This is an optimization exercise on Yosys and OpenROAD, whose aim is small area, not a production implementation. Where RTL was checked, it was by simulation tests only, not by an equivalence proof against the original. Only the layout flow was run in run 3; the RTL was not checked for function there.

===== flow/config.mk =====
export PLATFORM = sky130hd
export DESIGN_NAME = cordic_pipelined
export DESIGN_NICKNAME = cordic_pipelined
export VERILOG_FILES = /design/flow/design.v
export SDC_FILE = /design/flow/constraint.sdc
export NUM_CORES = 4
export LEC_CHECK = 0
export CAP_MARGIN = 20
export CORE_MARGIN = 2
export CORE_UTILIZATION = 40
export CTS_BUF_LIST = sky130_fd_sc_hd__clkbuf_8
export CTS_CLUSTER_DIAMETER = 60
export CTS_CLUSTER_SIZE = 20
export SLEW_MARGIN = 20

===== flow/design.v =====
`timescale 1ns/100ps
module cordic_rca #(parameter W=16)
(
	input  [W-1:0] a, b,
	input          ci,
	output [W-1:0] s
);
	wire [W:0] c;
	assign c[0] = ci;
	genvar i;
	generate for (i = 0; i < W; i = i + 1) begin : bit_
		assign s[i]   = a[i] ^ b[i] ^ c[i];
		assign c[i+1] = (a[i] & b[i]) | (a[i] & c[i]) | (b[i] & c[i]);
	end endgenerate
endmodule
module cordic_add #(parameter N=1, parameter CS=16)
(
	input  [15:0]   a,
	input  [15-N:0] bl,
	input           bh, ci,
	output [15:0]   s
);
	localparam L = 16 - N;                
	localparam R = (CS < L) ? CS : L;     
	wire [L:0] c;
	assign c[0] = ci;
	genvar i;
	generate for (i = 0; i < R; i = i + 1) begin : lo
		assign s[i]   = a[i] ^ bl[i] ^ c[i];
		assign c[i+1] = (a[i] & bl[i]) | (a[i] & c[i]) | (bl[i] & c[i]);
	end endgenerate
	generate if (R < L) begin : sel
		wire [L:R] c0, c1;
		wire [L-1:R] s0, s1;
		assign c0[R] = 1'b0;
		assign c1[R] = 1'b1;
		for (i = R; i < L; i = i + 1) begin : b
			assign s0[i]   = a[i] ^ bl[i] ^ c0[i];
			assign c0[i+1] = (a[i] & bl[i]) | (a[i] & c0[i]) | (bl[i] & c0[i]);
			assign s1[i]   = a[i] ^ bl[i] ^ c1[i];
			assign c1[i+1] = (a[i] & bl[i]) | (a[i] & c1[i]) | (bl[i] & c1[i]);
			assign s[i]    = c[R] ? s1[i] : s0[i];
		end
		assign c[L] = c[R] ? c1[L] : c0[L];
	end endgenerate
	wire t = c[L] ^ bh;
	wire [N:0] p;
	assign p[0] = t;
	generate for (i = 0; i < N; i = i + 1) begin : hi
		assign s[L+i] = a[L+i] ^ p[i];
		assign p[i+1] = p[i] & (a[L+i] ^ bh);
	end endgenerate
endmodule
module cordic_cell #(parameter N=0, parameter CS=16)
(
	input         d,
	input  [15:0] x_in, y_in,
	output [15:0] x_out, y_out
);
	wire [15:0] yn;
	cordic_add #(N, CS) ax (.a(x_in),  .bl(y_in[15:N] ^ {(16-N){~d}}), .bh(y_in[15] ^ ~d), .ci(~d), .s(x_out));
	cordic_add #(N, CS) ay (.a(~y_in), .bl(x_in[15:N] ^ {(16-N){~d}}), .bh(x_in[15] ^ ~d), .ci(~d), .s(yn));
	assign y_out = ~yn;
endmodule
module cordic_zstep #(parameter W=16, parameter SITA=0)
(
	input  [W-1:0] z_in,
	output [W-1:0] z_out
);
	wire d = z_in[W-1];
	wire [W-1:0] k = SITA;
	cordic_rca #(W) az (.a(z_in), .b(d ? k : ~k), .ci(~d), .s(z_out));
endmodule
module cordic_table
(
	input  [5:0] d,
	output [15:0]  x, y
);
	localparam [63:0] X0 = 64'h7270f1b17270f1b1;
	localparam [63:0] X1 = 64'h552c8f90a0bdf9c0;
	localparam [63:0] X2 = 64'hf9df284e9b173db2;
	localparam [63:0] X3 = 64'h8ada78ab551e595e;
	localparam [63:0] X4 = 64'hdbc9d79189eb91da;
	localparam [63:0] X5 = 64'h961fdca1853bfa68;
	localparam [63:0] X6 = 64'he88fc54bd2a3f116;
	localparam [63:0] X7 = 64'h89dfe5b3cda7fb90;
	localparam [63:0] X8 = 64'h7a6a5a12485a565f;
	localparam [63:0] X9 = 64'hc1ebf3ebd7cfd783;
	localparam [63:0] X10 = 64'hfee6dac2435b677f;
	localparam [63:0] X11 = 64'h7642cffbdff3426e;
	localparam [63:0] X12 = 64'hcf66ee77ee7766f3;
	localparam [63:0] X13 = 64'hf67ef66ff66f7e6f;
	localparam [63:0] X14 = 64'h8000800180010001;
	localparam [63:0] X15 = 64'h8000800180010001;
	localparam [63:0] Y0 = 64'he4c5a707e4c5a707;
	localparam [63:0] Y1 = 64'h0befdc00a4d830f5;
	localparam [63:0] Y2 = 64'h0c56feec9382fdc5;
	localparam [63:0] Y3 = 64'hbf4f1eff48872d08;
	localparam [63:0] Y4 = 64'h0d6c41c8ec7de94d;
	localparam [63:0] Y5 = 64'h838546f8e09d7e3c;
	localparam [63:0] Y6 = 64'h3ee5602d4bf97881;
	localparam [63:0] Y7 = 64'hac4570d964f17dc8;
	localparam [63:0] Y8 = 64'h5f3f0f8b2e0f2307;
	localparam [63:0] Y9 = 64'h687d597d416561e9;
	localparam [63:0] Y10 = 64'h57734f6b290d1115;
	localparam [63:0] Y11 = 64'h132b655d45592b37;
	localparam [63:0] Y12 = 64'h6533771177113359;
	localparam [63:0] Y13 = 64'h5317533553351735;
	localparam [63:0] Y14 = 64'heaaaeaa8eaa8aaa8;
	localparam [63:0] Y15 = 64'heaaaeaa8eaa8aaa8;
	assign x[0] = X0[d];
	assign x[1] = X1[d];
	assign x[2] = X2[d];
	assign x[3] = X3[d];
	assign x[4] = X4[d];
	assign x[5] = X5[d];
	assign x[6] = X6[d];
	assign x[7] = X7[d];
	assign x[8] = X8[d];
	assign x[9] = X9[d];
	assign x[10] = X10[d];
	assign x[11] = X11[d];
	assign x[12] = X12[d];
	assign x[13] = X13[d];
	assign x[14] = X14[d];
	assign x[15] = X15[d];
	assign y[0] = Y0[d];
	assign y[1] = Y1[d];
	assign y[2] = Y2[d];
	assign y[3] = Y3[d];
	assign y[4] = Y4[d];
	assign y[5] = Y5[d];
	assign y[6] = Y6[d];
	assign y[7] = Y7[d];
	assign y[8] = Y8[d];
	assign y[9] = Y9[d];
	assign y[10] = Y10[d];
	assign y[11] = Y11[d];
	assign y[12] = Y12[d];
	assign y[13] = Y13[d];
	assign y[14] = Y14[d];
	assign y[15] = Y15[d];
endmodule
`timescale 1ns/100ps
module cordic_pipelined
(
	input  clk,rst,
	input  signed [15:0] z,
	output signed [15:0] x,y
);
	wire [15:0] zn1;
	cordic_zstep #(.W(16),.SITA(12868)) zs1 (.z_in(z), .z_out(zn1));
	reg [15:0] z1_r;
	reg [0:0] d1_r;
	always @ (posedge clk) begin z1_r <= zn1[15:0]; d1_r <= z[15]; end
	wire [15:0] zn2;
	cordic_zstep #(.W(16),.SITA(7596)) zs2 (.z_in(z1_r), .z_out(zn2));
	reg [14:0] z2_r;
	reg [1:0] d2_r;
	always @ (posedge clk) begin z2_r <= zn2[14:0]; d2_r <= {z1_r[15], d1_r}; end
	wire [14:0] zn3;
	cordic_zstep #(.W(15),.SITA(4014)) zs3 (.z_in(z2_r), .z_out(zn3));
	reg [14:0] z3_r;
	reg [2:0] d3_r;
	always @ (posedge clk) begin z3_r <= zn3[14:0]; d3_r <= {z2_r[14], d2_r}; end
	wire [14:0] zn4;
	cordic_zstep #(.W(15),.SITA(2037)) zs4 (.z_in(z3_r), .z_out(zn4));
	reg [13:0] z4_r;
	reg [3:0] d4_r;
	always @ (posedge clk) begin z4_r <= zn4[13:0]; d4_r <= {z3_r[14], d3_r}; end
	wire [13:0] zn5;
	cordic_zstep #(.W(14),.SITA(1023)) zs5 (.z_in(z4_r), .z_out(zn5));
	wire ovf = ~(&zn5[13:10]) & (|zn5[13:10]);
	wire [8:0] dl = ovf ? {9{zn5[13]}} : {zn5[10], ~zn5[9:2]};   
	reg [13:0] d5_r;   
	always @ (posedge clk) d5_r <= {dl[0],dl[1],dl[2],dl[3],dl[4],dl[5],dl[6],dl[7],dl[8], z4_r[13], d4_r};
	reg [13:0] d6_r;
	always @ (posedge clk) d6_r <= d5_r[13:0];
	reg [13:0] d7_r;
	always @ (posedge clk) d7_r <= d6_r[13:0];
	wire [15:0] tx, ty;
	cordic_table tab (.d(d7_r[5:0]), .x(tx), .y(ty));
	wire [15:0] x7_c, y7_c;
	cordic_cell #(.N(6),.CS(5)) it6 (.d(d7_r[6]), .x_in(tx), .y_in(ty), .x_out(x7_c), .y_out(y7_c));
	reg [6:0] d8_r;
	always @ (posedge clk) d8_r <= d7_r[13:7];
	reg [15:0] x8_r, y8_r;
	always @ (posedge clk) begin x8_r <= x7_c; y8_r <= y7_c; end
	wire [15:0] x8_c, y8_c;
	cordic_cell #(.N(7)) it7 (.d(d8_r[0]), .x_in(x8_r), .y_in(y8_r), .x_out(x8_c), .y_out(y8_c));
	reg [5:0] d9_r;
	always @ (posedge clk) d9_r <= d8_r[6:1];
	reg [15:0] x9_r, y9_r;
	always @ (posedge clk) begin x9_r <= x8_c; y9_r <= y8_c; end
	wire [15:0] x9_c, y9_c;
	cordic_cell #(.N(8)) it8 (.d(d9_r[0]), .x_in(x9_r), .y_in(y9_r), .x_out(x9_c), .y_out(y9_c));
	reg [4:0] d10_r;
	always @ (posedge clk) d10_r <= d9_r[5:1];
	reg [15:0] x10_r, y10_r;
	always @ (posedge clk) begin x10_r <= x9_c; y10_r <= y9_c; end
	wire [15:0] x10_c, y10_c;
	cordic_cell #(.N(9)) it9 (.d(d10_r[0]), .x_in(x10_r), .y_in(y10_r), .x_out(x10_c), .y_out(y10_c));
	reg [3:0] d11_r;
	always @ (posedge clk) d11_r <= d10_r[4:1];
	reg [15:0] x11_r, y11_r;
	always @ (posedge clk) begin x11_r <= x10_c; y11_r <= y10_c; end
	wire [15:0] x11_c, y11_c;
	cordic_cell #(.N(10)) it10 (.d(d11_r[0]), .x_in(x11_r), .y_in(y11_r), .x_out(x11_c), .y_out(y11_c));
	reg [2:0] d12_r;
	always @ (posedge clk) d12_r <= d11_r[3:1];
	reg [15:0] x12_r, y12_r;
	always @ (posedge clk) begin x12_r <= x11_c; y12_r <= y11_c; end
	wire [15:0] x12_c, y12_c;
	cordic_cell #(.N(11)) it11 (.d(d12_r[0]), .x_in(x12_r), .y_in(y12_r), .x_out(x12_c), .y_out(y12_c));
	reg [1:0] d13_r;
	always @ (posedge clk) d13_r <= d12_r[2:1];
	reg [15:0] x13_r, y13_r;
	always @ (posedge clk) begin x13_r <= x12_c; y13_r <= y12_c; end
	wire [15:0] x13_c, y13_c;
	cordic_cell #(.N(12)) it12 (.d(d13_r[0]), .x_in(x13_r), .y_in(y13_r), .x_out(x13_c), .y_out(y13_c));
	reg [0:0] d14_r;
	always @ (posedge clk) d14_r <= d13_r[1:1];
	reg [15:0] x14_r, y14_r;
	always @ (posedge clk) begin x14_r <= x13_c; y14_r <= y13_c; end
	wire [15:0] x14_c, y14_c;
	cordic_cell #(.N(13)) it13 (.d(d14_r[0]), .x_in(x14_r), .y_in(y14_r), .x_out(x14_c), .y_out(y14_c));
	assign x = x14_c;
	assign y = y14_c;
endmodule

===== flow/flow/fixpol.py =====
#!/usr/bin/env python3
"""Remove inverters around full adders and XOR gates by choosing each cell's polarity.

A full adder is self-dual: FA(~a, ~b, ~c) = (~sum, ~cout). An XOR gate takes
either polarity at each input and gives either polarity at its output
(xor2 <-> xnor2). This pass reads the mapped netlist as Yosys JSON, chooses for
each such cell whether to build the complemented version, and then keeps one
inverter for each signal that some pin still needs complemented. The logic
function of every register input and output port is unchanged.

usage: fixpol.py in.json out.json
"""
import json, sys, collections

P = 'sky130_fd_sc_hd__'
src, dst = sys.argv[1], sys.argv[2]
J = json.load(open(src))
mods = J['modules']
top = [m for m in mods if mods[m].get('attributes', {}).get('top')] or \
      [m for m in mods if mods[m].get('cells')]
top = top[0]
M = mods[top]
cells = M['cells']

def is_inv(t): return t.startswith(P + 'inv_') or t.startswith(P + 'clkinv_')
def is_fa(t): return t.startswith(P + 'fa_')
XORS = {P + 'xor2_1': (P + 'xnor2_1'), P + 'xnor2_1': (P + 'xor2_1'),
        P + 'xor2_2': (P + 'xnor2_2'), P + 'xnor2_2': (P + 'xor2_2'),
        P + 'xor2_4': (P + 'xnor2_4'), P + 'xnor2_4': (P + 'xor2_4'),
        P + 'xor3_1': (P + 'xnor3_1'), P + 'xnor3_1': (P + 'xor3_1'),
        P + 'xor3_2': (P + 'xnor3_2'), P + 'xnor3_2': (P + 'xor3_2'),
        P + 'xor3_4': (P + 'xnor3_4'), P + 'xnor3_4': (P + 'xor3_4')}
OUTPINS = {'X', 'Y', 'Q', 'Q_N', 'SUM', 'COUT', 'HI', 'LO'}

def outpin(c, p):
    d = cells[c].get('port_directions')
    if d and p in d: return d[p] == 'output'
    return p in OUTPINS

# drivers and loads of every bit
drv = {}
loads = collections.defaultdict(list)
for name, port in M['ports'].items():
    for b in port['bits']:
        if port['direction'] == 'input': drv[b] = ('$port', name)
        else: loads[b].append(('$port', name))
for c, cd in cells.items():
    for p, bits in cd['connections'].items():
        for b in bits:
            if outpin(c, p): drv[b] = (c, p)
            else: loads[b].append((c, p))

inv = {c for c, cd in cells.items() if is_inv(cd['type'])}
# base signal and polarity of every bit, looking through inverters
memo = {}
def base(b):
    if b in memo: return memo[b]
    d = drv.get(b)
    if isinstance(b, str) or d is None or d[0] not in inv:
        r = (b, 0)
    else:
        a = cells[d[0]]['connections']['A'][0]
        bb, pp = base(a)
        r = (bb, pp ^ 1)
    memo[b] = r
    return r

fa = [c for c, cd in cells.items() if is_fa(cd['type'])]
xo = [c for c, cd in cells.items() if cd['type'] in XORS]
flip = {c: 0 for c in fa + xo}

# native polarity of a base bit: 1 if its driver is flipped
def native(b):
    d = drv.get(b)
    if d is not None and d[0] in flip: return flip[d[0]]
    return 0

# requirements: every non-inverter load pin needs (base, pol)
def requirements():
    req = set()
    for b, ls in loads.items():
        for (c, p) in ls:
            if c != '$port' and c in inv: continue
            bb, pp = base(b)
            if c != '$port' and c in flip:
                if cells[c]['type'] in XORS:
                    continue          # an XOR input takes either polarity
                pp ^= flip[c]
            req.add((bb, pp))
    return req

def cost():
    n = 0
    for (bb, pp) in requirements():
        if isinstance(bb, str): continue      # constants
        if pp != native(bb): n += 1
    return n

# local search over single cells and fa carry chains
def chain_groups():
    adj = collections.defaultdict(set)
    for c in fa:
        for p in ('A', 'B', 'CIN'):
            b = cells[c]['connections'][p][0]
            bb, _ = base(b)
            d = drv.get(bb)
            if d and d[0] in flip and is_fa(cells[d[0]]['type']):
                adj[c].add(d[0]); adj[d[0]].add(c)
    seen, groups = set(), []
    for c in fa:
        if c in seen: continue
        st, g = [c], []
        seen.add(c)
        while st:
            x = st.pop(); g.append(x)
            for y in adj[x]:
                if y not in seen: seen.add(y); st.append(y)
        groups.append(g)
    return groups

best = cost()
start = best
moves = [[c] for c in fa + xo] + [g for g in chain_groups() if len(g) > 1]
improved = True
while improved:
    improved = False
    for mv in moves:
        for c in mv: flip[c] ^= 1
        k = cost()
        if k < best:
            best = k; improved = True
        else:
            for c in mv: flip[c] ^= 1
print('inverters needed: %d -> %d (had %d inverter cells)' % (start, best, len(inv)), file=sys.stderr)

# rebuild: remove all inverters, flip cells, add one inverter per needed (base, 1)
allbits = [b for n in M['netnames'].values() for b in n['bits'] if isinstance(b, int)]
allbits += [b for cd in cells.values() for bits in cd['connections'].values() for b in bits if isinstance(b, int)]
allbits += [b for p in M['ports'].values() for b in p['bits'] if isinstance(b, int)]
nextbit = [max(allbits) + 1]
def newbit():
    nextbit[0] += 1
    return nextbit[0]
invout = {}
def get(bb, pp):
    """bit carrying base bb at polarity pp (relative to its native)."""
    if isinstance(bb, str):
        if pp == 0: return bb
        return {'0': '1', '1': '0'}.get(bb, bb)
    if pp == native(bb): return bb
    if bb not in invout:
        nb = newbit()
        invout[bb] = nb
    return invout[bb]

newconn = {}
orig_conn = {c: dict(cd['connections']) for c, cd in cells.items()}
for c, cd in cells.items():
    if c in inv: continue
    conn = {}
    for p, bits in cd['connections'].items():
        nb = []
        for b in bits:
            if outpin(c, p):
                nb.append(b)            # drivers keep their bit; meaning may be complemented
            else:
                bb, pp = base(b)
                if c in flip and cells[c]['type'] in XORS:
                    # take the base as it is natively; fold the difference into the gate
                    want = pp
                    have = native(bb) if not isinstance(bb, str) else 0
                    if want != have and not isinstance(bb, str):
                        flip[c] ^= 0  # handled below via parity
                    nb.append(bb if not isinstance(bb, str) else get(bb, pp))
                    continue
                if c in flip: pp ^= flip[c]
                nb.append(get(bb, pp))
        conn[p] = nb
    newconn[c] = conn
# port loads
for name, port in M['ports'].items():
    if port['direction'] == 'input': continue
    nb = []
    for b in port['bits']:
        bb, pp = base(b)
        nb.append(get(bb, pp))
    port['bits'] = nb
for c, conn in newconn.items():
    cells[c]['connections'] = conn
for c in inv: del cells[c]
# XOR gates: output polarity = type parity ^ input polarity differences; choose type to give native flip
for c in xo:
    cd = cells[c]
    par = 0
    for p, bits in orig_conn[c].items():
        if outpin(c, p): continue
        for b in bits:
            bb, pp = base(b)
            if isinstance(bb, str): continue
            par ^= pp ^ native(bb)   # the input now sees native(bb) instead of pp
    # original output = T(inputs at pp); new inputs differ by par, so output flips by par;
    # we want the output to be flipped by flip[c]
    if par ^ flip[c]:
        old, new = cd['type'], XORS[cd['type']]
        oo = [p for p in cd['connections'] if outpin(c, p)][0]
        no = [p for p, v in mods[new]['ports'].items() if v['direction'] == 'output'][0]
        cd['type'] = new
        cd['connections'][no] = cd['connections'].pop(oo)
        if 'port_directions' in cd:
            cd['port_directions'] = {p: v['direction'] for p, v in mods[new]['ports'].items()}
k = 0
for bb, ob in invout.items():
    k += 1
    cells['fixpol_inv_%d' % k] = {
        'hide_name': 0, 'type': P + 'inv_1', 'parameters': {}, 'attributes': {},
        'port_directions': {'A': 'input', 'Y': 'output'},
        'connections': {'A': [bb], 'Y': [ob]}}
    M['netnames']['fixpol_n%d' % k] = {'hide_name': 0, 'bits': [ob], 'attributes': {}}
print('inverter cells now: %d' % len(invout), file=sys.stderr)
json.dump(J, open(dst, 'w'))

===== flow/standard.sh =====
#!/bin/bash
# synth_recipe.tcl (not shown) runs the flow's synth.tcl, then flattens the netlist and writes it again
# the make line also repeats each setting of config.mk as NAME=value (left out here)
make -C /OpenROAD-flow-scripts/flow DESIGN_CONFIG=/design/flow/config.mk WORK_HOME=/design/flow/orfs CLKGATE_MAP_FILE= SYNTH_SCRIPT=/design/flow/synth_recipe.tcl "${@:-finish}"

===== flow/flow/run.sh =====
#!/bin/bash
# Layout flow: the standard flow (standard.sh), with one step added after
# synthesis: fixpol.py re-chooses the polarity of each full adder and XOR gate
# of the synthesised netlist so that the inverters Yosys's extract_fa left
# around them go away (a full adder is self-dual; an XOR gate absorbs input
# inversions and can be swapped for an XNOR). Registers, ports and the logic
# function are unchanged. Port buffers use buf_1.
# Each tool writes its full output to a log file of its own in this folder.
set -euo pipefail
W=$(pwd)
R="$W/orfs/results/${FLOW_PLATFORM}/cordic_pipelined/base"
LIB="$FLOW_HOME/platforms/${FLOW_PLATFORM}/lib/sky130_fd_sc_hd__tt_025C_1v80.lib"
YOSYS="$FLOW_HOME/../tools/install/yosys/bin/yosys"
[[ -x "$YOSYS" ]] || YOSYS=yosys
PORTBUF="BUFFER_PORTS_ARGS=-buffer_cell sky130_fd_sc_hd__buf_1"

# 1. standard synthesis (synth_recipe.tcl), netlist only
bash standard.sh "$PORTBUF" "$R/1_2_yosys.v" > "$W/flow_1_synth.log" 2>&1

# 2. polarity fix of the netlist
cp "$R/1_2_yosys.v" "$W/synth_orig.v"
"$YOSYS" -p "read_liberty -lib $LIB; read_verilog $W/synth_orig.v; hierarchy -top $FLOW_TOP; write_json $W/fix_in.json" > "$W/flow_2_yosys_read.log" 2>&1
python3 "$W/flow/fixpol.py" "$W/fix_in.json" "$W/fix_out.json" > "$W/flow_3_fixpol.log" 2>&1
"$YOSYS" -p "read_json $W/fix_out.json; hierarchy -top $FLOW_TOP; opt_clean; write_verilog -noattr -nohex -nodec $W/fix_all.v" > "$W/flow_4_yosys_write.log" 2>&1
python3 - "$W/fix_all.v" "$W/synth_fixed.v" "$FLOW_TOP" > "$W/flow_5_extract.log" 2>&1 <<'PY'
import re, sys
t = open(sys.argv[1]).read()
mods = re.split(r'(?=^module )', t, flags=re.M)
keep = [m for m in mods if m.startswith('module %s(' % sys.argv[3]) or m.startswith('module %s ' % sys.argv[3])]
assert len(keep) == 1, [m[:40] for m in mods]
open(sys.argv[2], 'w').write(keep[0])
print('kept module', sys.argv[3])
PY
cp "$W/synth_fixed.v" "$R/1_2_yosys.v"

# 3. the rest of the standard flow, from the fixed netlist
bash standard.sh "$PORTBUF" finish > "$W/flow_6_layout.log" 2>&1

===== flow/constraint.sdc =====
create_clock -name core_clock -period 7.0 [get_ports {clk}]
set_input_delay 1.4000 -clock core_clock [delete_from_list [all_inputs] [get_ports {clk}]]
set_output_delay 1.4000 -clock core_clock [all_outputs]
set_load 0.01 [all_outputs]

==> results of run 1 <==
-- registers in the layout, indices dropped and copies added, names as in the netlist, 5 cells and up --
| name | flops |
|---|---|
| x10_r | 16 |
| x11_r | 16 |
| x12_r | 16 |
| x13_r | 16 |
| x14_r | 16 |
| x8_r | 16 |
| x9_r | 16 |
| y10_r | 16 |
| y11_r | 16 |
| y12_r | 16 |
| y13_r | 16 |
| y14_r | 16 |
| y8_r | 16 |
| y9_r | 16 |
| z1_r | 16 |
| z2_r | 15 |
| z3_r | 15 |
| d5_r | 14 |
| d6_r | 14 |
| d7_r | 14 |
| z4_r | 14 |
| d8_r | 7 |
| d9_r | 6 |
| d10_r | 5 |
-- per-stage QoR --
| stage | cell area [µm²] | setup WS (ns) | setup TNS [ns] |
|---|---|---|---|
| 3_5_place_dp | 19690 | -0.1086 | -0.1336 |
| 2_1_floorplan | 18760 | 0.03402 | 0 |
| 4_1_cts | 20230 | 0.5526 | 0 |
| 5_1_grt | 20230 | 0.3706 | 0 |
| 3_3_place_gp | 19690 | -0.1255 | -0.1803 |
| 6_report | 20230 | 0.5511 | 0 |
-- layout by cell type, fill, tap and decap left out, types with 11 or more instances in the layout --
cell type and count:
nor4_1 13, buf_1 48, dfxtp_1 362, a21oi_1 78, mux2_2 11, fa_2 12
nor3_1 41, fa_1 127, nand3_1 29, and4_1 13, and3_1 28, inv_1 91
ha_1 48, nand2_1 77, clkbuf_8 27, mux2i_1 31, buf_4 45, a211oi_1 14
xnor2_1 182, or3_1 25, a21o_1 12, nand2b_1 21, xor2_1 141, o21ai_0 48
nor2_1 119, a31oi_1 15, nor2b_1 15
-- worst min path at each step --
stage | start | to
floorplan | d9_r[1] | d10_r[0]
global placement | d5_r[0] | d6_r[0]
detailed placement | d11_r[3] | d12_r[2]
CTS | d8_r[3] | d9_r[2]
global route | d8_r[3] | d9_r[2]
finish | d8_r[3] | d9_r[2]
-- metal layers --
metal | global-route usage | wire (µm) | share of wire | vias up
li1 | - | - | - | 6018
met1 | 0.1721 | 14790 | 0.40 | 5643
met2 | 0.2980 | 19250 | 0.52 | 275
met3 | 0.02227 | 1556 | 0.042 | 94
met4 | 0.07002 | 1678 | 0.045 | 0
met5 | 0 | 0 | 0 | -
-- final cells by class --
type | count | area share
Inverter | 89 | 0.01670
Clock buffer | 27 | 0.01837
Tap cell | 607 | 0.03754
Multi-Input combinational cell | 1243 | 0.5311
Timing Repair Buffer | 95 | 0.02758
Clock inverter | 16 | 0.008287
Sequential cell | 364 | 0.3604
==> impl_results.md, run 1 <==
* R2R setup slack at 0.65 ns
* Clock slew at reported path FFs at 0.11 ns
* R2r endpoint: z2_r[14]
* Reg2Reg Launch Point: z1_r[15]
* Die Height at 220.3 µm
* Post-CTS sizing at 0
* Root Buffer: clkbuf_8
* Crit path capture: z1_r[14]
* Htree depth at 1
* Vias post-DR at 12,030
* Syn_area_per_cell at 10.50 µm²
* Share of cells above drive strength 1 at 0.07306
* Buf+Inv Stages, Crit Path at 5
* CTS Buffer Depth at 3
* Total track usage at 0.1569
* CP most frequent cell: fa_2
* Hold_buf cts at 0
* Iteration count of the initial detailed-routing pass at 5
* RePlAce Congestion at 0.9440
* DP Cell Count at 2,398
* Unrepaired setup endpoints after global routing: false
* Die X at 220.3 µm
* Slowest stage delay, CP at 0.42 ns
* Setup Buffers After CTS at 0
* First-pass GRT wire length at 60,900 µm
* # Max-Cap Violations at 0
* CP Max Fanout at 3
* Worst slew margin at 0.3655
* Final Non-Filler Cells at 2,441
* CP arrival at 6.92 ns
* Setup Viol. Count Final at 0
* Num CTS Buffers at 25
* Number of global-route vias before repair at 12,223
* WL/cell at 15.27 µm
* Worst path depth at 20
* CP max-delay cell: fa_1
* Fillers at 4,430
* WS Path Type: input pin to register
* Crit path from: z[15]
* CP endpoint kind: register
* Final Max Tran Viols at 0
* Hold WC Path Type: register to register
* WP data required at 7.48 ns
* Core Region at 0.04636 mm²
* FP Rows at 79
* Final HPWL DP at 28,850 µm
* Worst-case hold slack at 0.3022 ns
* Hold path depth at 0
* Initial DRC count at 699
* Layout Utilization at 0.4364
* Min Clock Period, post-route at 6.449 ns
* ANT cells at 0
* Clock sink total at 364
* Cell Area, Synth at 0.01871 mm²
* GRT overflow at 0
* Clk latency of the worst-skew pair at 0.63 ns
* Fmax at 0.1551 GHz
* Setup Skew at 0.03996 ns
* DRC viols at 0
* Worst-margin pin slew at 0.9445 ns
* TritonCTS clock tree: done
* Crit-path cells: buf_1, clkinvlp_4, buf_4, nor2_1, inv_1, fa_2, fa_2, a211oi_2, inv_1, fa_2, fa_2, fa_2, fa_2, fa_2, fa_2, fa_2, fa_2, fa_2, fa_2, fa_1
* Vias per cell at 4.928
* Area Overhead vs Synth at 8.154%
* R2r worst-path depth at 19
* Die ar. at 0.04851 mm²
* Outcome: complete, no violations
* NumNets Final at 2,024
* Post-Route WL at 37,270 µm
* Gate Count Post-Synth at 1,781
* CP startpoint kind: input pin
* Port buffer count at 48
* IO Count at 50
* CP delay by family, top: adder cells
* Final Hold Viols at 0
* Reg area at 0.007292 mm²
* Multi-input logic area at 0.01074 mm²
* Synthesis Warnings at 1
* Final Cycle Share at 0.9213
* Post-DRT Antenna Nets at 0
* Initial Utilization at 0.4035
* Largest net degree at the start of global routing at 80
* Syn nets at 1,987
* Initial antenna violation count at 0
==> run 2, diff against run 1 <==
==> flow/flow/run.sh (replaced) <==
#!/bin/bash
# Layout flow: the standard flow (standard.sh) with the synthesised netlist
# re-optimised before floorplanning. The registers (their names and cells),
# the full adders, half adders and ports are kept; only the gates between them
# change, and the logic function stays the same:
#   1. fixpol.py re-chooses the polarity of each full adder and XOR gate so
#      that the inverters Yosys's extract_fa left around them go away (a full
#      adder is self-dual; an XOR gate absorbs input inversions and can be
#      swapped for an XNOR);
#   2. ABC re-maps the remaining gates for area (deepsyn, then the ORFS area
#      script at the clock period);
#   3. fixpol.py again.
# Port buffers use buf_1. Each tool writes its full output to a log file of its
# own in this folder.
set -euo pipefail
W=$(pwd)
R="$W/orfs/results/${FLOW_PLATFORM}/cordic_pipelined/base"
LIB="$FLOW_HOME/platforms/${FLOW_PLATFORM}/lib/sky130_fd_sc_hd__tt_025C_1v80.lib"
YOSYS="$FLOW_HOME/../tools/install/yosys/bin/yosys"
[[ -x "$YOSYS" ]] || YOSYS=yosys
PORTBUF="BUFFER_PORTS_ARGS=-buffer_cell sky130_fd_sc_hd__buf_1"
DONTUSE=$(sed -n '/^export DONT_USE_CELLS/,/^$/p' "$FLOW_HOME/platforms/${FLOW_PLATFORM}/config.mk" \
  | grep -o 'sky130_fd_sc_hd__[a-z0-9_]*' | sed 's/^/-dont_use /' | tr '\n' ' ')
PERIOD_PS=$(python3 -c "print(int(round(float('$FLOW_PERIOD_NS') * 1000)))")

# 1. standard synthesis (synth_recipe.tcl), netlist only
bash standard.sh "$PORTBUF" "$R/1_2_yosys.v" > "$W/flow_01_synth.log" 2>&1
cp "$R/1_2_yosys.v" "$W/net_0_synth.v"

top_only() {  # keep only the top module of a Yosys-written netlist
  python3 - "$1" "$2" "$FLOW_TOP" <<'PY'
import re, sys
t = open(sys.argv[1]).read()
mods = re.split(r'(?=^module )', t, flags=re.M)
keep = [m for m in mods if re.match(r'module %s\s*\(' % re.escape(sys.argv[3]), m)]
assert len(keep) == 1
open(sys.argv[2], 'w').write(keep[0])
PY
}

fixpol() {  # $1 in.v $2 out.v $3 log tag
  "$YOSYS" -p "read_liberty -lib $LIB; read_verilog $1; hierarchy -top $FLOW_TOP; write_json $W/$3_in.json" > "$W/flow_$3_read.log" 2>&1
  python3 "$W/flow/fixpol.py" "$W/$3_in.json" "$W/$3_out.json" > "$W/flow_$3_fixpol.log" 2>&1
  "$YOSYS" -p "read_json $W/$3_out.json; hierarchy -top $FLOW_TOP; opt_clean; write_verilog -noattr -nohex -nodec $W/$3_all.v" > "$W/flow_$3_write.log" 2>&1
  top_only "$W/$3_all.v" "$2"
}

# 2. polarity fix
fixpol "$W/net_0_synth.v" "$W/net_1_fixpol.v" 02

# 3. area re-mapping of the gates between registers, adders and ports
cat > "$W/resyn.abc" <<ABC
strash
&get -n
&deepsyn -T 60
&put
dch
map -B 0.9
topo
stime -c
buffer -c
upsize -c
dnsize -c
ABC
KEEP="sky130_fd_sc_hd__fa_1 sky130_fd_sc_hd__fa_2 sky130_fd_sc_hd__fa_4 sky130_fd_sc_hd__ha_1 sky130_fd_sc_hd__ha_2 sky130_fd_sc_hd__ha_4 sky130_fd_sc_hd__dfxtp_1 sky130_fd_sc_hd__dfxtp_2 sky130_fd_sc_hd__dfxtp_4 sky130_fd_sc_hd__conb_1"
"$YOSYS" -p "read_liberty -ignore_miss_func $LIB; read_verilog $W/net_1_fixpol.v; hierarchy -top $FLOW_TOP; \
  setattr -mod -set keep_hierarchy 1 $KEEP; flatten; opt_clean; select $FLOW_TOP; \
  abc -D $PERIOD_PS -script $W/resyn.abc -liberty $LIB $DONTUSE; select -clear; opt_clean; \
  hierarchy -top $FLOW_TOP; write_verilog -noattr -nohex -nodec $W/03_all.v" > "$W/flow_03_resyn.log" 2>&1
top_only "$W/03_all.v" "$W/net_2_resyn.v"

# 4. polarity fix again
fixpol "$W/net_2_resyn.v" "$W/net_3_fixpol.v" 04

# keep the re-optimised netlist only if it has the same registers
python3 - "$W/net_0_synth.v" "$W/net_3_fixpol.v" > "$W/flow_05_regcheck.log" 2>&1 <<'PY'
import re, sys
def regs(f):
    t = open(f).read()
    return sorted(re.findall(r'(sky130_fd_sc_hd__df\w+)\s+(\S+)\s*\(', t))
a, b = regs(sys.argv[1]), regs(sys.argv[2])
print(len(a), 'registers in synthesis,', len(b), 'after')
assert [n for _, n in a] == [n for _, n in b], 'register names differ'
PY
cp "$W/net_3_fixpol.v" "$R/1_2_yosys.v"

# 5. the rest of the standard flow, from the re-optimised netlist
bash standard.sh "$PORTBUF" finish > "$W/flow_06_layout.log" 2>&1
==> impl_results.md, run 2 <==
* Outcome: complete, no violations
* Initial Utilization at 0.4031
* Post-CTS sizing at 0
* Most common cell after layout, fill and taps aside: dfxtp_1
* Num CTS Buffers at 28
* Setup Skew at 0.01859 ns
* Slowest stage delay, CP at 0.39 ns
* Final Hold Viols at 0
* CP max-delay cell: fa_1
* Final Max Tran Viols at 0
* Initial antenna violation count at 0
* Fmax at 0.1539 GHz
* Cell Area, Synth at 0.01817 mm²
* WL/cell at 15.12 µm
* First-pass GRT wire length at 63,540 µm
* Die ar. at 0.04715 mm²
* ANT cells at 0
* Port buffer count at 48
* Vias per cell at 4.705
* CTS Buffer Depth at 3
* CP startpoint kind: register
* FP Rows at 78
* Area Overhead vs Synth at 9.522%
* NumNets Final at 2,221
* Root Buffer: clkbuf_8
* Most frequent cells in the layout: 364 x dfxtp_1, 299 x nand2_1, 253 x inv_1
* Iteration count of the initial detailed-routing pass at 5
* Final HPWL DP at 31,980 µm
* Vias post-DR at 12,387
* Total track usage at 0.1711
* CP arrival at 7.00 ns
* Hold_buf cts at 0
* Gate Count Post-Synth at 1,915
* CP Max Fanout at 7
* Synthesis Warnings at 1
* Share of cells above drive strength 1 at 0.08411
* TritonCTS clock tree: done
* # Max-Cap Violations at 0
* Setup total negative slack at 0 ns
* Post-Route WL at 39,810 µm
* Setup Viol. Count Final at 0
* Crit-path cells: inv_1, ha_1, or2_2, fa_1, fa_1, fa_1, fa_1, fa_1, fa_1, fa_1, fa_1, fa_1, fa_1, fa_1, fa_1, fa_1, xnor2_1, xor2_1
* Largest net degree at the start of global routing at 31
* Setup Buffers After CTS at 0
* Die Height at 217.2 µm
* Post-Place Worst Slack at -0.1079 ns
* Min Clock Period, post-route at 6.500 ns
* Worst slew margin at 0.4527
* IO Count at 50
* Clock sink total at 364
* CP most frequent cell: fa_1
* Clk latency of the worst-skew pair at 0.61 ns
* Htree depth at 1
* Unrepaired setup endpoints after global routing: false
* WS Path Type: register to register
* CP endpoint kind: register
* Layout Utilization at 0.4414
* Fillers at 4,410
* CP delay by family, top: adder cells
* Initial DRC count at 628
* Syn_area_per_cell at 9.490 µm²
* Clock slew at reported path FFs at 0.11 ns
* WP data required at 7.50 ns
* Syn nets at 2,121
* Worst-margin pin slew at 0.8189 ns
* Hold WC Path Type: register to register
* Post-DRT Antenna Nets at 0
* Die X at 217.2 µm
* Core Region at 0.04509 mm²
* GRT overflow at 0
* Final Cycle Share at 0.9286
* DRC viols at 0
* Number of global-route vias before repair at 12,598
* Fin worst setup slack at 0.5002 ns
* RePlAce Congestion at 0.9583
* Buf+Inv Stages, Crit Path at 1
[run 2: final cells by class]
class | instances | area (µm²) | share of cell area
inverter | 252 | 949.7 | 0.04771
timing repair buffer | 79 | 412.9 | 0.02074
tap | 600 | 750.7 | 0.03772
clock buffer | 31 | 426.7 | 0.02144
sequential | 364 | 7287 | 0.3661
clock inverter | 17 | 171.4 | 0.008612
multi-input combinational | 1290 | 9906 | 0.4977
[run 2: routing by layer]
layer	wire, µm	global-route usage	up-vias
li1	-	-	6244
met3	1704	0.02460	112
met5	0	0	-
met2	21340	0.3366	311
met1	14610	0.1748	5720
met4	2153	0.08333	0
[run 2: metrics by stage]
stage | hold WS [ns] | instances | cell area, µm²
finish | 0.3249 | 2633 | 19900
global placement | 0.3104 | 2585 | 19300
floorplan | 0.3096 | 1915 | 18220
detailed placement | 0.3121 | 2585 | 19310
CTS | 0.3256 | 2633 | 19900
global route | 0.3323 | 2633 | 19900
[run 2: final timing paths]
kind                               start  endpoint  slack [ns]  depth (start not counted)
worst max-delay path            z1_r[15]  z2_r[14]        0.50                         18
worst min-delay path            d11_r[3]  d12_r[2]        0.32                          0
worst max register to register  z1_r[15]  z2_r[14]        0.50                         18
worst min register to register  d11_r[3]  d12_r[2]        0.32                          0
==> run 3, diff against run 2 <==
--- a/flow/design.v
+++ b/flow/design.v
@@ -15,3 +15,3 @@
 endmodule
-module cordic_add #(parameter N=1, parameter CS=16)
+module cordic_add #(parameter N=1, parameter CS=16, parameter LA=0, parameter F=0)
 (
@@ -23,3 +23,4 @@
 	localparam L = 16 - N;                
-	localparam R = (CS < L) ? CS : L;     
+	localparam T = L - F;                 
+	localparam R = (CS < T) ? CS : T;     
 	wire [L:0] c;
@@ -31,8 +32,8 @@
 	end endgenerate
-	generate if (R < L) begin : sel
-		wire [L:R] c0, c1;
-		wire [L-1:R] s0, s1;
+	generate if (R < T) begin : sel
+		wire [T:R] c0, c1;
+		wire [T-1:R] s0, s1;
 		assign c0[R] = 1'b0;
 		assign c1[R] = 1'b1;
-		for (i = R; i < L; i = i + 1) begin : b
+		for (i = R; i < T; i = i + 1) begin : b
 			assign s0[i]   = a[i] ^ bl[i] ^ c0[i];
@@ -43,5 +44,19 @@
 		end
-		assign c[L] = c[R] ? c1[L] : c0[L];
-	end endgenerate
-	wire t = c[L] ^ bh;
+		assign c[T] = c[R] ? c1[T] : c0[T];
+	end endgenerate
+	wire [L:T] cf;
+	generate if (LA) begin : la
+		for (i = T; i <= L; i = i + 1) begin : k
+			assign cf[i] = lookahead(a[L-1:0], bl, ci, i);
+		end
+	end else begin : nola
+		assign cf[T] = c[T];
+		for (i = T; i < L; i = i + 1) begin : k
+			assign cf[i+1] = (a[i] & bl[i]) | (a[i] & cf[i]) | (bl[i] & cf[i]);
+		end
+	end endgenerate
+	generate for (i = T; i < L; i = i + 1) begin : top
+		assign s[i] = a[i] ^ bl[i] ^ cf[i];
+	end endgenerate
+	wire t = cf[L] ^ bh;
 	wire [N:0] p;
@@ -52,4 +67,20 @@
 	end endgenerate
-endmodule
-module cordic_cell #(parameter N=0, parameter CS=16)
+	function lookahead(input [L-1:0] x, input [L-1:0] y, input ci, input integer j);
+		reg [L-1:0] g, p;
+		integer d, k;
+		begin
+			p = x ^ y;
+			g = x;
+			g[0] = p[0] ? ci : x[0];
+			p[0] = 1'b0;
+			for (d = 1; d < L; d = d * 2)
+				for (k = L - 1; k >= d; k = k - 1) begin
+					g[k] = p[k] ? g[k-d] : g[k];
+					p[k] = p[k] & p[k-d];
+				end
+			lookahead = (j == 0) ? ci : g[j-1];
+		end
+	endfunction
+endmodule
+module cordic_cell #(parameter N=0, parameter CS=16, parameter LA=0, parameter F=0)
 (
@@ -60,4 +91,4 @@
 	wire [15:0] yn;
-	cordic_add #(N, CS) ax (.a(x_in),  .bl(y_in[15:N] ^ {(16-N){~d}}), .bh(y_in[15] ^ ~d), .ci(~d), .s(x_out));
-	cordic_add #(N, CS) ay (.a(~y_in), .bl(x_in[15:N] ^ {(16-N){~d}}), .bh(x_in[15] ^ ~d), .ci(~d), .s(yn));
+	cordic_add #(N, CS, LA, F) ax (.a(x_in),  .bl(y_in[15:N] ^ {(16-N){~d}}), .bh(y_in[15] ^ ~d), .ci(~d), .s(x_out));
+	cordic_add #(N, CS, LA, F) ay (.a(~y_in), .bl(x_in[15:N] ^ {(16-N){~d}}), .bh(x_in[15] ^ ~d), .ci(~d), .s(yn));
 	assign y_out = ~yn;
@@ -180,48 +211,46 @@
 	always @ (posedge clk) d7_r <= d6_r[13:0];
+	reg [13:0] d8_r;
+	always @ (posedge clk) d8_r <= d7_r[13:0];
 	wire [15:0] tx, ty;
-	cordic_table tab (.d(d7_r[5:0]), .x(tx), .y(ty));
+	cordic_table tab (.d(d8_r[5:0]), .x(tx), .y(ty));
 	wire [15:0] x7_c, y7_c;
-	cordic_cell #(.N(6),.CS(5)) it6 (.d(d7_r[6]), .x_in(tx), .y_in(ty), .x_out(x7_c), .y_out(y7_c));
-	reg [6:0] d8_r;
-	always @ (posedge clk) d8_r <= d7_r[13:7];
-	reg [15:0] x8_r, y8_r;
-	always @ (posedge clk) begin x8_r <= x7_c; y8_r <= y7_c; end
+	cordic_cell #(.N(6),.CS(5)) it6 (.d(d8_r[6]), .x_in(tx), .y_in(ty), .x_out(x7_c), .y_out(y7_c));
+	reg [6:0] d9_r;
+	always @ (posedge clk) d9_r <= d8_r[13:7];
+	reg [15:0] x9_r, y9_r;
+	always @ (posedge clk) begin x9_r <= x7_c; y9_r <= y7_c; end
 	wire [15:0] x8_c, y8_c;
-	cordic_cell #(.N(7)) it7 (.d(d8_r[0]), .x_in(x8_r), .y_in(y8_r), .x_out(x8_c), .y_out(y8_c));
-	reg [5:0] d9_r;
-	always @ (posedge clk) d9_r <= d8_r[6:1];
-	reg [15:0] x9_r, y9_r;
-	always @ (posedge clk) begin x9_r <= x8_c; y9_r <= y8_c; end
+	cordic_cell #(.N(7)) it7 (.d(d9_r[0]), .x_in(x9_r), .y_in(y9_r), .x_out(x8_c), .y_out(y8_c));
+	reg [5:0] d10_r;
+	always @ (posedge clk) d10_r <= d9_r[6:1];
+	reg [15:0] x10_r, y10_r;
+	always @ (posedge clk) begin x10_r <= x8_c; y10_r <= y8_c; end
 	wire [15:0] x9_c, y9_c;
-	cordic_cell #(.N(8)) it8 (.d(d9_r[0]), .x_in(x9_r), .y_in(y9_r), .x_out(x9_c), .y_out(y9_c));
-	reg [4:0] d10_r;
-	always @ (posedge clk) d10_r <= d9_r[5:1];
-	reg [15:0] x10_r, y10_r;
-	always @ (posedge clk) begin x10_r <= x9_c; y10_r <= y9_c; end
+	cordic_cell #(.N(8)) it8 (.d(d10_r[0]), .x_in(x10_r), .y_in(y10_r), .x_out(x9_c), .y_out(y9_c));
+	reg [4:0] d11_r;
+	always @ (posedge clk) d11_r <= d10_r[5:1];
+	reg [15:0] x11_r, y11_r;
+	always @ (posedge clk) begin x11_r <= x9_c; y11_r <= y9_c; end
 	wire [15:0] x10_c, y10_c;
-	cordic_cell #(.N(9)) it9 (.d(d10_r[0]), .x_in(x10_r), .y_in(y10_r), .x_out(x10_c), .y_out(y10_c));
-	reg [3:0] d11_r;
-	always @ (posedge clk) d11_r <= d10_r[4:1];
-	reg [15:0] x11_r, y11_r;
-	always @ (posedge clk) begin x11_r <= x10_c; y11_r <= y10_c; end
+	cordic_cell #(.N(9)) it9 (.d(d11_r[0]), .x_in(x11_r), .y_in(y11_r), .x_out(x10_c), .y_out(y10_c));
+	reg [3:0] d12_r;
+	always @ (posedge clk) d12_r <= d11_r[4:1];
+	reg [15:0] x12_r, y12_r;
+	always @ (posedge clk) begin x12_r <= x10_c; y12_r <= y10_c; end
 	wire [15:0] x11_c, y11_c;
-	cordic_cell #(.N(10)) it10 (.d(d11_r[0]), .x_in(x11_r), .y_in(y11_r), .x_out(x11_c), .y_out(y11_c));
-	reg [2:0] d12_r;
-	always @ (posedge clk) d12_r <= d11_r[3:1];
-	reg [15:0] x12_r, y12_r;
-	always @ (posedge clk) begin x12_r <= x11_c; y12_r <= y11_c; end
+	cordic_cell #(.N(10)) it10 (.d(d12_r[0]), .x_in(x12_r), .y_in(y12_r), .x_out(x11_c), .y_out(y11_c));
+	reg [2:0] d13_r;
+	always @ (posedge clk) d13_r <= d12_r[3:1];
+	reg [15:0] x13_r, y13_r;
+	always @ (posedge clk) begin x13_r <= x11_c; y13_r <= y11_c; end
 	wire [15:0] x12_c, y12_c;
-	cordic_cell #(.N(11)) it11 (.d(d12_r[0]), .x_in(x12_r), .y_in(y12_r), .x_out(x12_c), .y_out(y12_c));
-	reg [1:0] d13_r;
-	always @ (posedge clk) d13_r <= d12_r[2:1];
-	reg [15:0] x13_r, y13_r;
-	always @ (posedge clk) begin x13_r <= x12_c; y13_r <= y12_c; end
+	cordic_cell #(.N(11)) it11 (.d(d13_r[0]), .x_in(x13_r), .y_in(y13_r), .x_out(x12_c), .y_out(y12_c));
+	reg [1:0] d14_r;
+	always @ (posedge clk) d14_r <= d13_r[2:1];
+	reg [15:0] x14_r, y14_r;
+	always @ (posedge clk) begin x14_r <= x12_c; y14_r <= y12_c; end
 	wire [15:0] x13_c, y13_c;
-	cordic_cell #(.N(12)) it12 (.d(d13_r[0]), .x_in(x13_r), .y_in(y13_r), .x_out(x13_c), .y_out(y13_c));
-	reg [0:0] d14_r;
-	always @ (posedge clk) d14_r <= d13_r[1:1];
-	reg [15:0] x14_r, y14_r;
-	always @ (posedge clk) begin x14_r <= x13_c; y14_r <= y13_c; end
+	cordic_cell #(.N(12),.LA(1)) it12 (.d(d14_r[0]), .x_in(x14_r), .y_in(y14_r), .x_out(x13_c), .y_out(y13_c));
 	wire [15:0] x14_c, y14_c;
-	cordic_cell #(.N(13)) it13 (.d(d14_r[0]), .x_in(x14_r), .y_in(y14_r), .x_out(x14_c), .y_out(y14_c));
+	cordic_cell #(.N(13)) it13 (.d(d14_r[1]), .x_in(x13_c), .y_in(y13_c), .x_out(x14_c), .y_out(y14_c));
 	assign x = x14_c;
--- a/flow/flow/fixpol.py
+++ b/flow/flow/fixpol.py
@@ -187,2 +187,4 @@
     port['bits'] = nb
+    if name in M['netnames']:
+        M['netnames'][name]['bits'] = nb
 for c, conn in newconn.items():
@@ -210,2 +212,6 @@
             cd['port_directions'] = {p: v['direction'] for p, v in mods[new]['ports'].items()}
+# names of the new inverters and nets: a prefix no existing name uses
+tag = 0
+while any(n.startswith('fixpol%d_' % tag) for n in list(cells) + list(M['netnames'])):
+    tag += 1
 k = 0
@@ -213,3 +219,4 @@
     k += 1
-    cells['fixpol_inv_%d' % k] = {
+    assert 'fixpol%d_inv_%d' % (tag, k) not in cells
+    cells['fixpol%d_inv_%d' % (tag, k)] = {
         'hide_name': 0, 'type': P + 'inv_1', 'parameters': {}, 'attributes': {},
@@ -217,3 +224,3 @@
         'connections': {'A': [bb], 'Y': [ob]}}
-    M['netnames']['fixpol_n%d' % k] = {'hide_name': 0, 'bits': [ob], 'attributes': {}}
+    M['netnames']['fixpol%d_n%d' % (tag, k)] = {'hide_name': 0, 'bits': [ob], 'attributes': {}}
 print('inverter cells now: %d' % len(invout), file=sys.stderr)
==> impl_results.md, run 3 <==
* Initial Utilization at 0.4045
* Reg2Reg Launch Point: z1_r[15]
* Initial DRC count at 592
* Gate Count Post-Synth at 1,909
* Final Cycle Share at 0.9397
* Fmax at 0.1520 GHz
* DRC viols at 0
* CP endpoint kind: output pin
* Worst-case hold slack at 0.3055 ns
* CP Max Fanout at 7
* Post-Route WL at 41,530 µm
* Most common cell after layout, fill and taps aside: dfxtp_1
* Final Hold Viols at 0
* Fillers at 4,344
* Die ar. at 0.04633 mm²
* Root Buffer: clkbuf_8
* Share of cells above drive strength 1 at 0.1159
* RePlAce Congestion at 0.9118
* Hold path depth at 0
* Final Non-Filler Cells at 2,654
* Clock slew at reported path FFs at 0.11 ns
* Final Max Tran Viols at 0
* DP Cell Count at 2,606
* TritonCTS clock tree: done
* Finished Cell Area at 0.01988 mm²
* Final HPWL DP at 33,740 µm
* WS Path Type: register to output pin
* Post-DRT Antenna Nets at 0
* Setup Viol. Count Final at 0
* Hold_sp: d6_r[8]
* Clock sink total at 345
* Hold path endpoint: d7_r[8]
* Syn_area_per_cell at 9.350 µm²
* IO Count at 50
* Area Overhead vs Synth at 11.39%
* Die Height at 215.2 µm
* FP Rows at 77
* Most frequent cells in the layout: 342 x dfxtp_1, 300 x nand2_1, 253 x inv_1
* Number of global-route vias before repair at 12,757
* Num CTS Buffers at 25
* Vias post-DR at 12,633
* CP startpoint kind: register
* # Max-Cap Violations at 0
* Min Clock Period, post-route at 6.578 ns
* Die X at 215.2 µm
* Outcome: complete, no violations
* R2R setup slack at 0.47 ns
* Largest net degree at the start of global routing at 30
* Core Region at 0.04412 mm²
* Setup total negative slack at 0 ns
* Total track usage at 0.1799
* Post-Place Worst Slack at -0.1161 ns
* R2r worst-path depth at 18
* WP data required at 5.60 ns
* Hold WC Path Type: register to register
* Port buffer count at 48
* Vias per cell at 4.760
* CP arrival at 5.18 ns
* DP Area at 0.01925 mm²
* Synthesis Warnings at 2
* Htree depth at 1
* Cell Area, Synth at 0.01785 mm²
* Iteration count of the initial detailed-routing pass at 5
* Initial antenna violation count at 1
* Syn nets at 2,114
* Clk latency of the worst-skew pair at 0.59 ns
* CTS Buffer Depth at 3
* NumNets Final at 2,252
* First-pass GRT wire length at 65,840 µm
* GRT overflow at 0
* Worst slew margin at 0.4721
* R2r endpoint: z2_r[14]
* Fin worst setup slack at 0.4218 ns
* Worst-margin pin slew at 0.7846 ns
* Setup Skew at 0.05338 ns
* ANT cells at 0
* WL/cell at 15.65 µm
## run 3: final cells by class
cell class | instances | area, µm² | area share
Clock buffer | 26 | 357.8 | 0.01800
Clock inverter | 16 | 138.9 | 0.006986
Inverter | 253 | 955.9 | 0.04808
Multi-Input combinational cell | 1304 | 10060 | 0.5058
Sequential cell | 345 | 6913 | 0.3477
Tap cell | 592 | 740.7 | 0.03726
Timing Repair Buffer | 118 | 718.2 | 0.03612
## run 3: worst max path at each step
stage / from / to / slack (ns) / depth (start not counted)
CTS: d14_r[0] / y[15] / 0.09 / 27
global route: d14_r[0] / x[8] / -0.04 / 35
global placement: z[15] / z1_r[14] / -0.08 / 18
detailed placement: z[15] / z1_r[14] / -0.12 / 18
floorplan: z[15] / z1_r[14] / -0.11 / 17
finish: d14_r[0] / y[15] / 0.42 / 27
## run 3: worst max-delay path: stages, from the launching register on
cell and delay (ns):
dfxtp_4 0.42, xnor2_2 0.25, ha_4 0.26, a21boi_2 0.16, o21ai_2 0.08, o2111ai_1 0.20
nand2_2 0.13, nand3_1 0.09, nand2_2 0.12, nand2_2 0.10, inv_4 0.10, nand3_1 0.11
xor2_2 0.23, mux2_2 0.37, fa_1 0.41, fa_2 0.36, nor2_2 0.14, nand3_2 0.13
nand2_1 0.11, nand2_2 0.09, nor2_4 0.16, nand2_1 0.10, nand2_1 0.09, nand3_1 0.07
nand2_1 0.07, nand2_1 0.05, inv_1 0.04, buf_1 0.14
## run 3: through the flow
step	util
4_1_cts	0.4477
3_5_place_dp	0.4364
6_report	0.4506
2_1_floorplan	-
5_1_grt	0.4506
3_3_place_gp	0.4364
## run 3: routing by layer
| layer | routed length (µm) | vias up | global-route usage |
|---|---|---|---|
| li1 | - | 6310 | - |
| met1 | 15540 | 5892 | 0.1881 |
| met2 | 22240 | 296 | 0.3510 |
| met3 | 1480 | 133 | 0.02251 |
| met4 | 2248 | 2 | 0.08874 |
| met5 | 10 | - | 0 |
## run 3: timing repair
action / CTS / global route
setup buffers: 0 / 6
hold buffers: 0 / 0
setup endpoints to repair: 6 / 18
pin swaps: 0 / 5
gates resized for setup: 1 / 16
==> run 4, diff against run 3 <==
--- a/flow/design.v
+++ b/flow/design.v
@@ -213,38 +213,36 @@
 	always @ (posedge clk) d8_r <= d7_r[13:0];
+	reg [13:0] d9_r;
+	always @ (posedge clk) d9_r <= d8_r[13:0];
 	wire [15:0] tx, ty;
-	cordic_table tab (.d(d8_r[5:0]), .x(tx), .y(ty));
+	cordic_table tab (.d(d9_r[5:0]), .x(tx), .y(ty));
 	wire [15:0] x7_c, y7_c;
-	cordic_cell #(.N(6),.CS(5)) it6 (.d(d8_r[6]), .x_in(tx), .y_in(ty), .x_out(x7_c), .y_out(y7_c));
-	reg [6:0] d9_r;
-	always @ (posedge clk) d9_r <= d8_r[13:7];
-	reg [15:0] x9_r, y9_r;
-	always @ (posedge clk) begin x9_r <= x7_c; y9_r <= y7_c; end
+	cordic_cell #(.N(6),.CS(5)) it6 (.d(d9_r[6]), .x_in(tx), .y_in(ty), .x_out(x7_c), .y_out(y7_c));
+	reg [6:0] d10_r;
+	always @ (posedge clk) d10_r <= d9_r[13:7];
+	reg [15:0] x10_r, y10_r;
+	always @ (posedge clk) begin x10_r <= x7_c; y10_r <= y7_c; end
 	wire [15:0] x8_c, y8_c;
-	cordic_cell #(.N(7)) it7 (.d(d9_r[0]), .x_in(x9_r), .y_in(y9_r), .x_out(x8_c), .y_out(y8_c));
-	reg [5:0] d10_r;
-	always @ (posedge clk) d10_r <= d9_r[6:1];
-	reg [15:0] x10_r, y10_r;
-	always @ (posedge clk) begin x10_r <= x8_c; y10_r <= y8_c; end
+	cordic_cell #(.N(7)) it7 (.d(d10_r[0]), .x_in(x10_r), .y_in(y10_r), .x_out(x8_c), .y_out(y8_c));
+	reg [5:0] d11_r;
+	always @ (posedge clk) d11_r <= d10_r[6:1];
+	reg [15:0] x11_r, y11_r;
+	always @ (posedge clk) begin x11_r <= x8_c; y11_r <= y8_c; end
 	wire [15:0] x9_c, y9_c;
-	cordic_cell #(.N(8)) it8 (.d(d10_r[0]), .x_in(x10_r), .y_in(y10_r), .x_out(x9_c), .y_out(y9_c));
-	reg [4:0] d11_r;
-	always @ (posedge clk) d11_r <= d10_r[5:1];
-	reg [15:0] x11_r, y11_r;
-	always @ (posedge clk) begin x11_r <= x9_c; y11_r <= y9_c; end
+	cordic_cell #(.N(8)) it8 (.d(d11_r[0]), .x_in(x11_r), .y_in(y11_r), .x_out(x9_c), .y_out(y9_c));
+	reg [4:0] d12_r;
+	always @ (posedge clk) d12_r <= d11_r[5:1];
+	reg [15:0] x12_r, y12_r;
+	always @ (posedge clk) begin x12_r <= x9_c; y12_r <= y9_c; end
 	wire [15:0] x10_c, y10_c;
-	cordic_cell #(.N(9)) it9 (.d(d11_r[0]), .x_in(x11_r), .y_in(y11_r), .x_out(x10_c), .y_out(y10_c));
-	reg [3:0] d12_r;
-	always @ (posedge clk) d12_r <= d11_r[4:1];
-	reg [15:0] x12_r, y12_r;
-	always @ (posedge clk) begin x12_r <= x10_c; y12_r <= y10_c; end
+	cordic_cell #(.N(9)) it9 (.d(d12_r[0]), .x_in(x12_r), .y_in(y12_r), .x_out(x10_c), .y_out(y10_c));
+	reg [3:0] d13_r;
+	always @ (posedge clk) d13_r <= d12_r[4:1];
+	reg [15:0] x13_r, y13_r;
+	always @ (posedge clk) begin x13_r <= x10_c; y13_r <= y10_c; end
 	wire [15:0] x11_c, y11_c;
-	cordic_cell #(.N(10)) it10 (.d(d12_r[0]), .x_in(x12_r), .y_in(y12_r), .x_out(x11_c), .y_out(y11_c));
-	reg [2:0] d13_r;
-	always @ (posedge clk) d13_r <= d12_r[3:1];
-	reg [15:0] x13_r, y13_r;
-	always @ (posedge clk) begin x13_r <= x11_c; y13_r <= y11_c; end
+	cordic_cell #(.N(10),.LA(1)) it10 (.d(d13_r[0]), .x_in(x13_r), .y_in(y13_r), .x_out(x11_c), .y_out(y11_c));
 	wire [15:0] x12_c, y12_c;
-	cordic_cell #(.N(11)) it11 (.d(d13_r[0]), .x_in(x13_r), .y_in(y13_r), .x_out(x12_c), .y_out(y12_c));
+	cordic_cell #(.N(11)) it11 (.d(d13_r[1]), .x_in(x11_c), .y_in(y11_c), .x_out(x12_c), .y_out(y12_c));
 	reg [1:0] d14_r;
-	always @ (posedge clk) d14_r <= d13_r[2:1];
+	always @ (posedge clk) d14_r <= d13_r[3:2];
 	reg [15:0] x14_r, y14_r;
--- a/flow/config.mk
+++ b/flow/config.mk
@@ -13,2 +13,3 @@
 export CTS_CLUSTER_SIZE = 20
+export GPL_TIMING_DRIVEN = 0
 export SLEW_MARGIN = 20
==> impl_results.md, run 4 <==
* Outcome: complete, no violations
* Hold WC Path Type: register to register
* Die Height at 211.2 µm
* Final Hold Viols at 0
* Htree depth at 1
* Unrepaired setup endpoints after global routing: false
* Clock sink total at 324
* CP arrival at 7.25 ns
* Port buffer count at 48
* CP Max Fanout at 8
* WS Path Type: input pin to register
* Clock slew at reported path FFs at 0.11 ns
* WP data required at 7.53 ns
* Total track usage at 0.1869
* Hold_buf cts at 0
* Initial DRC count at 638
* Slowest stage delay, CP at 0.52 ns
* Vias post-DR at 12,208
* RePlAce Congestion at 0.9701
* NumNets Final at 2,142
* Clk latency of the worst-skew pair at 0.58 ns
* R2r endpoint: z2_r[14]
* First-pass GRT wire length at 64,720 µm
* CP delay by family, top: adder cells
* Final Non-Filler Cells at 2,484
* Syn nets at 2,059
* Fin worst setup slack at 0.2787 ns
* Vias per cell at 4.915
* Final Max Tran Viols at 0
* Worst-case hold slack at 0.3256 ns
* Setup Skew at 0.02484 ns
* Num CTS Buffers at 26
* # Max-Cap Violations at 0
* Synthesis Warnings at 3
* Core Region at 0.04213 mm²
* Die ar. at 0.04460 mm²
* WL/cell at 16.40 µm
* Root Buffer: clkbuf_8
* Hold_sp: d8_r[2]
* CP startpoint kind: input pin
* Die X at 211.2 µm
* DRC viols at 0
* Syn_area_per_cell at 9.292 µm²
* Number of global-route vias before repair at 12,594
* CTS Buffer Depth at 3
* Initial antenna violation count at 0
* CP most frequent cell: fa_2
* R2R setup slack at 0.30 ns
* Reg2Reg Launch Point: z1_r[15]
* Min Clock Period, post-route at 6.721 ns
* Worst slew margin at 0.3286
* Cell Area, Synth at 0.01717 mm²
* Final HPWL DP at 33,070 µm
* Share of cells above drive strength 1 at 0.08072
* Most frequent cells in the layout: 316 x dfxtp_1, 273 x nand2_1, 258 x inv_1
* Largest net degree at the start of global routing at 33
* Hold path endpoint: d9_r[2]
* Crit-path cells: buf_2, clkinvlp_4, ha_2, or2_4, fa_2, fa_2, a211o_1, fa_2, fa_2, fa_2, fa_2, fa_2, fa_2, fa_2, fa_2, fa_2, fa_2, fa_2
* Setup Viol. Count Final at 0
* Post-Route WL at 40,750 µm
* CP max-delay cell: fa_2
* Most common cell after layout, fill and taps aside: dfxtp_1
* Initial Utilization at 0.4075
* Hold path depth at 0
* Gate Count Post-Synth at 1,848
* Worst-margin pin slew at 1.005 ns
* GRT overflow at 0
* Buf+Inv Stages, Crit Path at 2
* Iteration count of the initial detailed-routing pass at 5
* Area Overhead vs Synth at 9.349%
* FP Rows at 75
* ANT cells at 0
* TritonCTS clock tree: done
* Post-Place Worst Slack at -1.167 ns
* CP endpoint kind: register
* DP Cell Count at 2,436
* IO Count at 50
* Post-DRT Antenna Nets at 0
* R2r worst-path depth at 18
* Fmax at 0.1488 GHz
* Final Cycle Share at 0.9602
run 4: layout make-up:
class	instances	area (µm²)
plain buffers	2	8.758
clock buffers	28	385.4
clock inverters	14	140.1
fillers	4097	23360
inverters	258	972.2
multi-input cells	1264	9847
flip-flops and latches	324	6501
well taps	539	674.4
repair buffers	55	247.7
run 4: worst max-delay path by stage:
stage	from	endpoint	slack, ns	depth (start not counted)
6_report	z[15]	z1_r[14]	0.28	18
5_1_grt	d14_r[0]	x[8]	0.001	23
4_1_cts	d14_r[0]	y[11]	0.007	27
3_5_place_dp	z[15]	z1_r[14]	-1.17	18
3_3_place_gp	z[15]	z1_r[14]	-1.08	18
2_1_floorplan	z[15]	z1_r[14]	-0.11	17
run 4: metal layers:
metal  vias to the layer above  global-route usage  routed length (µm)  part of all wire
met5                         -                   0                   0                 0
met4                         0              0.1107                2620             0.064
met3                       143             0.02022                1404             0.034
met2                       293              0.3613               21530              0.53
met1                      5725              0.1931               15190              0.37
li1                       6047                   -                   -                 -
run 4: metrics by stage:
step / area [µm²] / setup TNS [ns] / utilization
3_5_place_dp: 18090 / -3.873 / 0.4293
6_report: 18780 / 0 / 0.4456
3_3_place_gp: 18070 / -9.408 / 0.4288
5_1_grt: 18780 / 0 / 0.4456
4_1_cts: 18680 / 0 / 0.4434
2_1_floorplan: 17210 / -0.1060 / -
run 4: timing repair:
| item | in CTS | in global routing |
|---|---|---|
| buffers inserted | 2 | 4 |
| pin swaps | 0 | 4 |
| resized for setup | 10 | 20 |
| endpoints found under the setup margin | 14 | 28 |

-- afterwards: timing with drivers on the ports --
Ports are ideal in the flow. The routed layouts listed here were re-timed in OpenROAD.
Step 1: set_driving_cell puts a clkbuf_16 on clk and a buf_2 on each other input, an assumption about the parent block.
Step 2 adds t to the input delays and takes it off the output delays; t is the mean of the earliest and latest rising clock arrival at the registers after step 1. Input paths then give back, and output paths get back, about the clock's delay inside the block.
Three values: ideal ports, drivers, drivers and shift; two values: the first two.
run	t (ns)	setup slack, ns	worst register clock-pin slew, ns	pins driven straight from the clock port
run 1	0.650	0.551 / 0.578 / -0.072	0.11 / 0.11	1
run 2	0.643	0.500 / 0.500 / -0.087	0.11 / 0.11	1
run 3	0.612	0.422 / 0.376 / -0.112	0.11 / 0.11	1
run 4	0.616	0.279 / 0.301 / -0.311	0.11 / 0.11	1
Met with ideal ports but missed after step 2: setup timing in every run listed. For run 1, which loses most, drivers alone change the setup slack by +0.027 ns; drivers and shift together by -0.623 ns.
